Background: an optimization exercise with open tools, aiming at small area, a short achievable clock period and few clock cycles per item. Do not read the settings as production practice.
Function was checked by simulation only, so behaviour that the tests miss may differ from the original.

==> flow/design.v <==
`timescale 1ns / 1ps
module simon_engine (
  input  logic           clk,                  
  input  logic           rst,                  
  input  logic           ctrl_in_begin,        
  input  logic [10:0]    ctrl_in_num_blocks,   
  input  logic [63:0]    ctrl_in_key,          
  output logic           done_intr,            
  output logic [31:0]    pt_addra,
  input  logic [31:0]    pt_rd_data,
  output logic [31:0]    ct_addra,
  output logic [31:0]    ct_wr_data,
  output logic [3:0]     ct_wea
);
  localparam int R  = 3;                
  localparam int NS = (32 + R - 1) / R;         
  localparam int R0 = 32 - R * (NS - 1);        
  localparam logic [61:0] Z = 62'b01100111000011010100100010111110110011100001101010010001011111;
  logic          run;      
  logic [NS:1]   tok;      
  logic [11:0]   rd;       
  logic [10:0]   wr;       
  logic          wea_r, done_r;
  wire start = !run && ctrl_in_begin;
  wire [11:0] last = {1'b0, ctrl_in_num_blocks} + 12'(NS - 1);
  always_ff @(posedge clk) begin
    if (!rst) begin
      run    <= 1'b0;
      tok    <= '0;
      rd     <= '0;
      wea_r  <= 1'b0;
      done_r <= 1'b0;
    end else begin
      tok    <= {tok[NS-1:1], start};
      if (start)
        run <= 1'b1;
      else if (done_r)
        run <= 1'b0;
      rd     <= (run && !done_r) ? rd + 1'b1 : {11'd0, start};
      wea_r  <= tok[NS] || (wea_r && !done_r);
      done_r <= run && (rd == last);
    end
    if (!run)
      wr <= '0;
    else if (wea_r)
      wr <= wr + 1'b1;
  end
  function automatic logic [15:0] ror(input logic [15:0] v, input int s);
    ror = (v >> s) | (v << (16 - s));
  endfunction
  function automatic logic [R-1:0] zbits(input int n);
    zbits = Z[R*n +: R];
  endfunction
  localparam logic [64*67-1:0] KM = {
    67'h8f01801401ec00a0,
    67'hc780400a00f60050,
    67'h263c02005007b0028,
    67'h231e09002803d0014,
    67'h18f04801c01e000a,
    67'h10c78a400600f0005,
    67'h63c5200b0078002,
    67'h1031e2900d8034001,
    67'h18f1480ec01a000,
    67'h80c70a40f6005000,
    67'hc06305207b002800,
    67'he03102903d801400,
    67'hf01801481ec00a00,
    67'h780c00a40f600500,
    67'h3c06005207b00280,
    67'h41e03002903d80140,
    67'ha080018014000c,
    67'h50c000400a0006,
    67'h10028600020050003,
    67'h10014300090028001,
    67'ha18004801c000,
    67'h50c00a4006000,
    67'h8002060052003000,
    67'h4001030029001800,
    67'ha000018014800c00,
    67'h500000c00a400600,
    67'h2800006005200300,
    67'h1400003002900180,
    67'ha000018014800c0,
    67'h500000c00a40060,
    67'h280000600520030,
    67'h20140000300290018,
    67'hc000080018000,
    67'h60000c0004000,
    67'h3000060002000,
    67'h8001000030001000,
    67'hc000000018000800,
    67'h600000000c000400,
    67'h3000000006000200,
    67'h1800000003000100,
    67'hc00000001800080,
    67'h600000000c00040,
    67'h300000000600020,
    67'h180000000300010,
    67'hc0000000180008,
    67'h600000000c0004,
    67'h30000000060002,
    67'h10018000000030001,
    67'h8000000000000000,
    67'h4000000000000000,
    67'h2000000000000000,
    67'h1000000000000000,
    67'h800000000000000,
    67'h400000000000000,
    67'h200000000000000,
    67'h100000000000000,
    67'h80000000000000,
    67'h40000000000000,
    67'h20000000000000,
    67'h10000000000000,
    67'h8000000000000,
    67'h4000000000000,
    67'h2000000000000,
    67'h1000000000000
  };
  localparam logic [63:0] KC = 64'ha0fcaffcfffc0000;
  function automatic logic [63:0] kstep(input logic [63:0] k, input logic [R-1:0] zb);
    for (int b = 0; b < 64; b++) kstep[b] = ^({zb, k} & KM[(R+64)*b +: R+64]) ^ KC[b];
  endfunction
  logic [63:0]  ks;
  logic [R-1:0] zr;
  wire  [63:0]  kn = kstep(ks, zr);
  always_ff @(posedge clk) begin
    ks <= run ? kn : ctrl_in_key;
    zr <= zbits(0);
    for (int s = 1; s < NS; s++)
      if (tok[s]) zr <= zbits(s);
  end
  function automatic int stage_of(input int j);
    stage_of = (j < R0) ? 0 : 1 + (j - R0) / R;
  endfunction
  logic [15:0] rkey [0:31];
  for (genvar j = 0; j < 32; j++) begin : g_key
    localparam int S = stage_of(j);
    localparam int O = j - R * (S - 1);
    if (j < 4) begin : g_in
      assign rkey[j] = ctrl_in_key[16*j +: 16];
    end else if (O < 4) begin : g_ks
      always_ff @(posedge clk)
        if (tok[S]) rkey[j] <= ks[16*O +: 16];
    end else begin : g_kn
      always_ff @(posedge clk)
        if (tok[S]) rkey[j] <= kn[16*(O-R) +: 16];
    end
  end
  function automatic logic [31:0] rounds(input logic [31:0] b, input logic [16*R-1:0] k, input int n);
    logic [15:0] x, y, t;
    x = b[31:16];
    y = b[15:0];
    for (int j = 0; j < n; j++) begin
      t = x;
      x = y ^ ({x[14:0], x[15]} & {x[7:0], x[15:8]}) ^ {x[13:0], x[15:14]} ^ k[16*j +: 16];
      y = t;
    end
    rounds = {x, y};
  endfunction
  logic [31:0] d [0:NS];
  assign d[0] = pt_rd_data;
  for (genvar s = 0; s < NS; s++) begin : g_stage
    localparam int F = (s == 0) ? 0 : R0 + R * (s - 1);    
    localparam int N = (s == 0) ? R0 : R;                  
    logic [16*R-1:0] k;
    for (genvar j = 0; j < R; j++) begin : g_k
      if (j < N) begin : g_v
        assign k[16*j +: 16] = rkey[F + j];
      end else begin : g_x
        assign k[16*j +: 16] = '0;
      end
    end
    always_ff @(posedge clk)
      d[s+1] <= rounds(d[s], k, N);
  end
  assign pt_addra   = {19'd0, rd[10:0], 2'b00};
  assign ct_addra   = {19'd0, wr, 2'b00};
  assign ct_wr_data = d[NS];
  assign ct_wea     = {4{wea_r}};
  assign done_intr  = done_r;
endmodule
Settings: LEC_CHECK=0, ABC_CLOCK_PERIOD_IN_PS=2000, CAP_MARGIN=20, CORE_MARGIN=2, CORE_UTILIZATION=40, CTS_CLUSTER_DIAMETER=120, CTS_CLUSTER_SIZE=24, SETUP_SLACK_MARGIN=2.0, SLEW_MARGIN=20; clock period 4.0 ns.
standard.sh (not shown) runs the stock make flow with config.mk's settings and CLKGATE_MAP_FILE= SYNTH_SCRIPT=/design/flow/synth_recipe.tcl, a recipe that flattens the netlist after the stock synthesis.
==> flow/flow/run.sh <==
#!/bin/bash
# The standard layout, with every input and output port buffered by a plain
# sky130_fd_sc_hd__buf_1 instead of the default port buffer cell. The full
# output of the ORFS make run (synthesis, floorplan, placement, CTS, routing,
# finishing) goes to flow_make.log in this folder; ORFS also keeps each
# step's own log under orfs/logs.
set -euo pipefail
export BUFFER_PORTS_ARGS="-buffer_cell sky130_fd_sc_hd__buf_1"
bash standard.sh > flow_make.log 2>&1
Testbench counts at the start, summed over its fixed seeds: cycles 5,453, blocks 3,917.
Next try:
==> flow/run.sh (new file) <==
#!/bin/bash
# synth_recipe.tcl (not shown) runs the flow's synth.tcl, then flattens the netlist and writes it again
# the make line also repeats each setting of config.mk as NAME=value (left out here)
make -C /OpenROAD-flow-scripts/flow DESIGN_CONFIG=/design/flow/config.mk WORK_HOME=/design/flow/orfs CLKGATE_MAP_FILE= SYNTH_SCRIPT=/design/flow/synth_recipe.tcl finish
ABC_AREA = 1   (was not set)
ABC_CLOCK_PERIOD_IN_PS = not set   (was 2000)
SETUP_SLACK_MARGIN = 1.9   (was 2.0)
removed: flow/flow/run.sh
removed: flow/standard.sh
Non-clock buffer count shrinks by 84. Design area grows by 20%. Flip-flop and latch count does not change. Via count grows by 87%. Worst hold slack improved by 0.018 ns.
Next try:
==> flow/flow/run.sh (new file) <==
#!/bin/bash
# The standard layout, with every input and output port buffered by a plain
# sky130_fd_sc_hd__buf_1 instead of the default port buffer cell. The full
# output of the ORFS make run (synthesis, floorplan, placement, CTS, routing,
# finishing) goes to flow_make.log in this folder; ORFS also keeps each
# step's own log under orfs/logs.
set -euo pipefail
export BUFFER_PORTS_ARGS="-buffer_cell sky130_fd_sc_hd__buf_1"
bash standard.sh > flow_make.log 2>&1
==> flow/standard.sh (new file) <==
#!/bin/bash
# synth_recipe.tcl (not shown) runs the flow's synth.tcl, then flattens the netlist and writes it again
# the make line also repeats each setting of config.mk as NAME=value (left out here)
make -C /OpenROAD-flow-scripts/flow DESIGN_CONFIG=/design/flow/config.mk WORK_HOME=/design/flow/orfs CLKGATE_MAP_FILE= SYNTH_SCRIPT=/design/flow/synth_recipe.tcl "${@:-finish}"
ABC_AREA = not set   (was 1)
ABC_CLOCK_PERIOD_IN_PS = 2100   (was not set)
SETUP_SLACK_MARGIN = 2.0   (was 1.9)
removed: flow/run.sh
What happened:
- The changed run produced a clean layout
- via count shrinks by 47%
- first-iteration DRC count shrinks by 37%
- routed wire length shrinks by 29%
- sequential share of layout area grows by 7.2 points

[static timing again, ports no longer ideal]
The results above use ideal ports. As a check the final layouts listed here were re-extracted and re-timed, cells and wires unchanged. Step 1 assumes that a clkbuf_16 drives the clock port and a buf_2 every other input. Step 2 moves the port delays by t, midway between the first and last clock arrival at a register: inputs arrive t later, outputs are due t later. That takes back most of the time a late clock gives input paths. Three values: ideal, step 1, step 2; two values: the first two.
run	shift t [ns]	setup slack, ns	hold WS [ns]	worst register clock-pin slew, ns	cell pins on the clock port's net
the first run	0.700	1.993 / 1.969 / 1.520	0.447 / 0.400 / 0.456	0.11 / 0.11	1
the second run	0.748	1.917 / 1.863 / 1.229	0.464 / 0.464 / 0.464	0.11 / 0.11	1
the third run	0.700	1.993 / 1.969 / 1.520	0.447 / 0.400 / 0.456	0.11 / 0.11	1
After both steps setup and hold are still met in every run listed. The setup slack of the second run, which loses most, moves by -0.054 ns with the drivers and by -0.688 ns with both steps.
